Background: an optimization exercise with open tools, aiming at small area and a short achievable clock period. Do not read the settings as production practice.
Function was checked by simulation only, so behaviour that the tests miss may differ from the original.
No activity file was given, so power comes from the tool's default toggle rates.

Setup of run 1:
==> flow/design.v (excerpt) <==
module riscv_ppu (
    input             clk,
    input             reset,
    output [31:0]     imem_addr,
    input  [31:0]     imem_data,
    output            dmem_en,
    output            dmem_rw,
    output            dmem_se,
    output [1:0]      dmem_size,
    output [31:0]     dmem_addr,
    output [31:0]     dmem_wdata,
    input  [31:0]     dmem_rdata
);
For scale: about 4,600 cells after synthesis, roughly 1,400 flip-flops, about 170 I/O pins, about 0.062 mm2 of cells after synthesis.
Settings: LEC_CHECK=0, ABC_CLOCK_PERIOD_IN_PS=3000, CAP_MARGIN=20, CORE_MARGIN=2, CORE_UTILIZATION=40, CTS_CLUSTER_DIAMETER=100, CTS_CLUSTER_SIZE=22, PLACE_DENSITY=0.6, SLEW_MARGIN=20, SYNTH_HIERARCHICAL=1; clock period 9.0 ns.
standard.sh (not shown) runs the stock make flow with config.mk's settings and CLKGATE_MAP_FILE= SYNTH_SCRIPT=/design/flow/synth_recipe.tcl, a recipe that flattens the netlist after the stock synthesis.
==> flow/flow/run.sh <==
#!/bin/bash
# Own layout flow: the standard ORFS flow (standard.sh, with the standard
# synthesis unchanged) with two resizer settings changed:
#  - ports buffered with buf_2 instead of the default delay-cell buffer.
# The clock period and I/O constraints are the design's (constraint.sdc is
# not touched). The flow's output goes to standard_flow.log; ORFS writes each
# step's log under orfs/logs/.
set -euo pipefail
MARGIN=5.7
bash standard.sh SETUP_SLACK_MARGIN=$MARGIN \
    "BUFFER_PORTS_ARGS=-buffer_cell sky130_fd_sc_hd__buf_2" \
    finish > standard_flow.log 2>&1
Run 1: no failed stages, no open violations at the end
What run 2 does differently from run 1 at the input level:
--- a/flow/flow/run.sh
+++ b/flow/flow/run.sh
@@ -8,3 +8,3 @@
 set -euo pipefail
-MARGIN=5.7
+MARGIN=5.5
 bash standard.sh SETUP_SLACK_MARGIN=$MARGIN \
--- a/flow/config.mk
+++ b/flow/config.mk
@@ -12,3 +12,3 @@
 export CTS_CLUSTER_DIAMETER = 100
-export CTS_CLUSTER_SIZE = 22
+export CTS_CLUSTER_SIZE = 24
 export PLACE_DENSITY = 0.6
### Flow results
Core utilization: run 2 and run 1 compared, lower one is run 2
Compared with run 1, run 2 shows a lower combinational fraction of design power.
Run 2 ends up with a final instance area that is 2.3% lower than in run 1.
The higher number of vias in the routed layout came out of run 1.
Global-route track usage on met2 (run 2 over run 1): increase, 1.3 points
Run 2 against run 1: post-route fraction of the period consumed by the critical path went up by 1.7 points, number of buffers outside the clock class in the layout went down by 69, cell area after placement was more or less identical.
STATUS tightest hold margin: run 2 wins against run 1
Lower overall routed net length was reported by run 1, not run 2.

========
Setup of cedar:
riscv_ppu again, from the RTL that the note above started with.
Settings: LEC_CHECK=0, ABC_CLOCK_PERIOD_IN_PS=3000, CAP_MARGIN=20, CORE_MARGIN=2, CORE_UTILIZATION=40, CTS_CLUSTER_DIAMETER=100, CTS_CLUSTER_SIZE=20, PLACE_DENSITY=0.6, SLEW_MARGIN=20, SYNTH_HIERARCHICAL=1; clock period 9.0 ns.
==> flow/flow/run.sh <==
#!/bin/bash
# Own layout flow: the standard ORFS flow (standard.sh, with the standard
# synthesis unchanged) with two resizer settings changed:
#  - ports buffered with buf_2 instead of the default delay-cell buffer.
# The clock period and I/O constraints are the design's (constraint.sdc is
# not touched). The flow's output goes to standard_flow.log; ORFS writes each
# step's log under orfs/logs/.
set -euo pipefail
MARGIN=5.5
bash standard.sh SETUP_SLACK_MARGIN=$MARGIN \
    "BUFFER_PORTS_ARGS=-buffer_cell sky130_fd_sc_hd__buf_2" \
    finish > standard_flow.log 2>&1
### cedar -> quartz
# cedar
export LEC_CHECK = 0
export ABC_CLOCK_PERIOD_IN_PS = 3000
export CAP_MARGIN = 20
export CORE_MARGIN = 2
export CORE_UTILIZATION = 40
export CTS_CLUSTER_DIAMETER = 100
export CTS_CLUSTER_SIZE = 20
export PLACE_DENSITY = 0.6
export SLEW_MARGIN = 20
export SYNTH_HIERARCHICAL = 1
create_clock -name core_clock -period 9.0 [get_ports {clk}]
# quartz
export LEC_CHECK = 0
export ABC_CLOCK_PERIOD_IN_PS = 3000
export CAP_MARGIN = 20
export CORE_MARGIN = 2
export CORE_UTILIZATION = 40
export CTS_CLUSTER_DIAMETER = 100
export CTS_CLUSTER_SIZE = 24
export PLACE_DENSITY = 0.6
export SLEW_MARGIN = 20
export SYNTH_HIERARCHICAL = 1
create_clock -name core_clock -period 9.0 [get_ports {clk}]
-- flow/flow/run.sh --
<<< cedar, line 7
# step's log under orfs/logs/.
set -euo pipefail
MARGIN=5.5
bash standard.sh SETUP_SLACK_MARGIN=$MARGIN \
    "BUFFER_PORTS_ARGS=-buffer_cell sky130_fd_sc_hd__buf_2" \
>>> quartz, line 7
# step's log under orfs/logs/.
set -euo pipefail
MARGIN=5.7
bash standard.sh SETUP_SLACK_MARGIN=$MARGIN \
    "BUFFER_PORTS_ARGS=-buffer_cell sky130_fd_sc_hd__buf_2" \
[summary]
- Taking cedar as the reference, in quartz post-cts resize count saw an increase, number of placed instances, taps included comparable.
- In the tables for quartz and cedar, power share of the sequential group reads higher with cedar.
- cedar was routed with fewer vias than quartz.
- quartz: maximum vdd drop is about 2.6% higher than what cedar reported.
- Comparing quartz and cedar, the lower core utilization was measured on cedar.

-- what the ideal ports hide --
How much do the figures lean on ideal ports? The routed layouts below were timed once more, with nothing changed but the port constraints.
Step 1, drivers: a clkbuf_16 drives clk and a buf_2 each remaining input, both assumed.
Step 2 also shifts input and output timing later by t, the mid clock arrival at the registers, as if the neighbouring blocks saw the same clock.
a / b / c = ideal / step 1 / step 2; a / b = the first two.
run	shift t [ns]	slack for setup (ns)	worst hold slack (ns)	worst data-port slew with drivers (ns)
run 1	0.797	5.461 / 5.461 / 4.883	0.325 / 0.325 / 0.325	0.08
run 2	0.791	5.312 / 5.312 / 5.074	0.340 / 0.340 / 0.340	0.15
cedar	0.788	5.356 / 5.356 / 5.106	0.335 / 0.335 / 0.335	0.15
quartz	0.806	5.532 / 5.532 / 4.985	0.329 / 0.329 / 0.329	0.08
After both steps setup and hold are still met in every run listed. The setup slack of run 1, which loses most, moves by 0.000 ns with the drivers and by -0.578 ns with both steps.
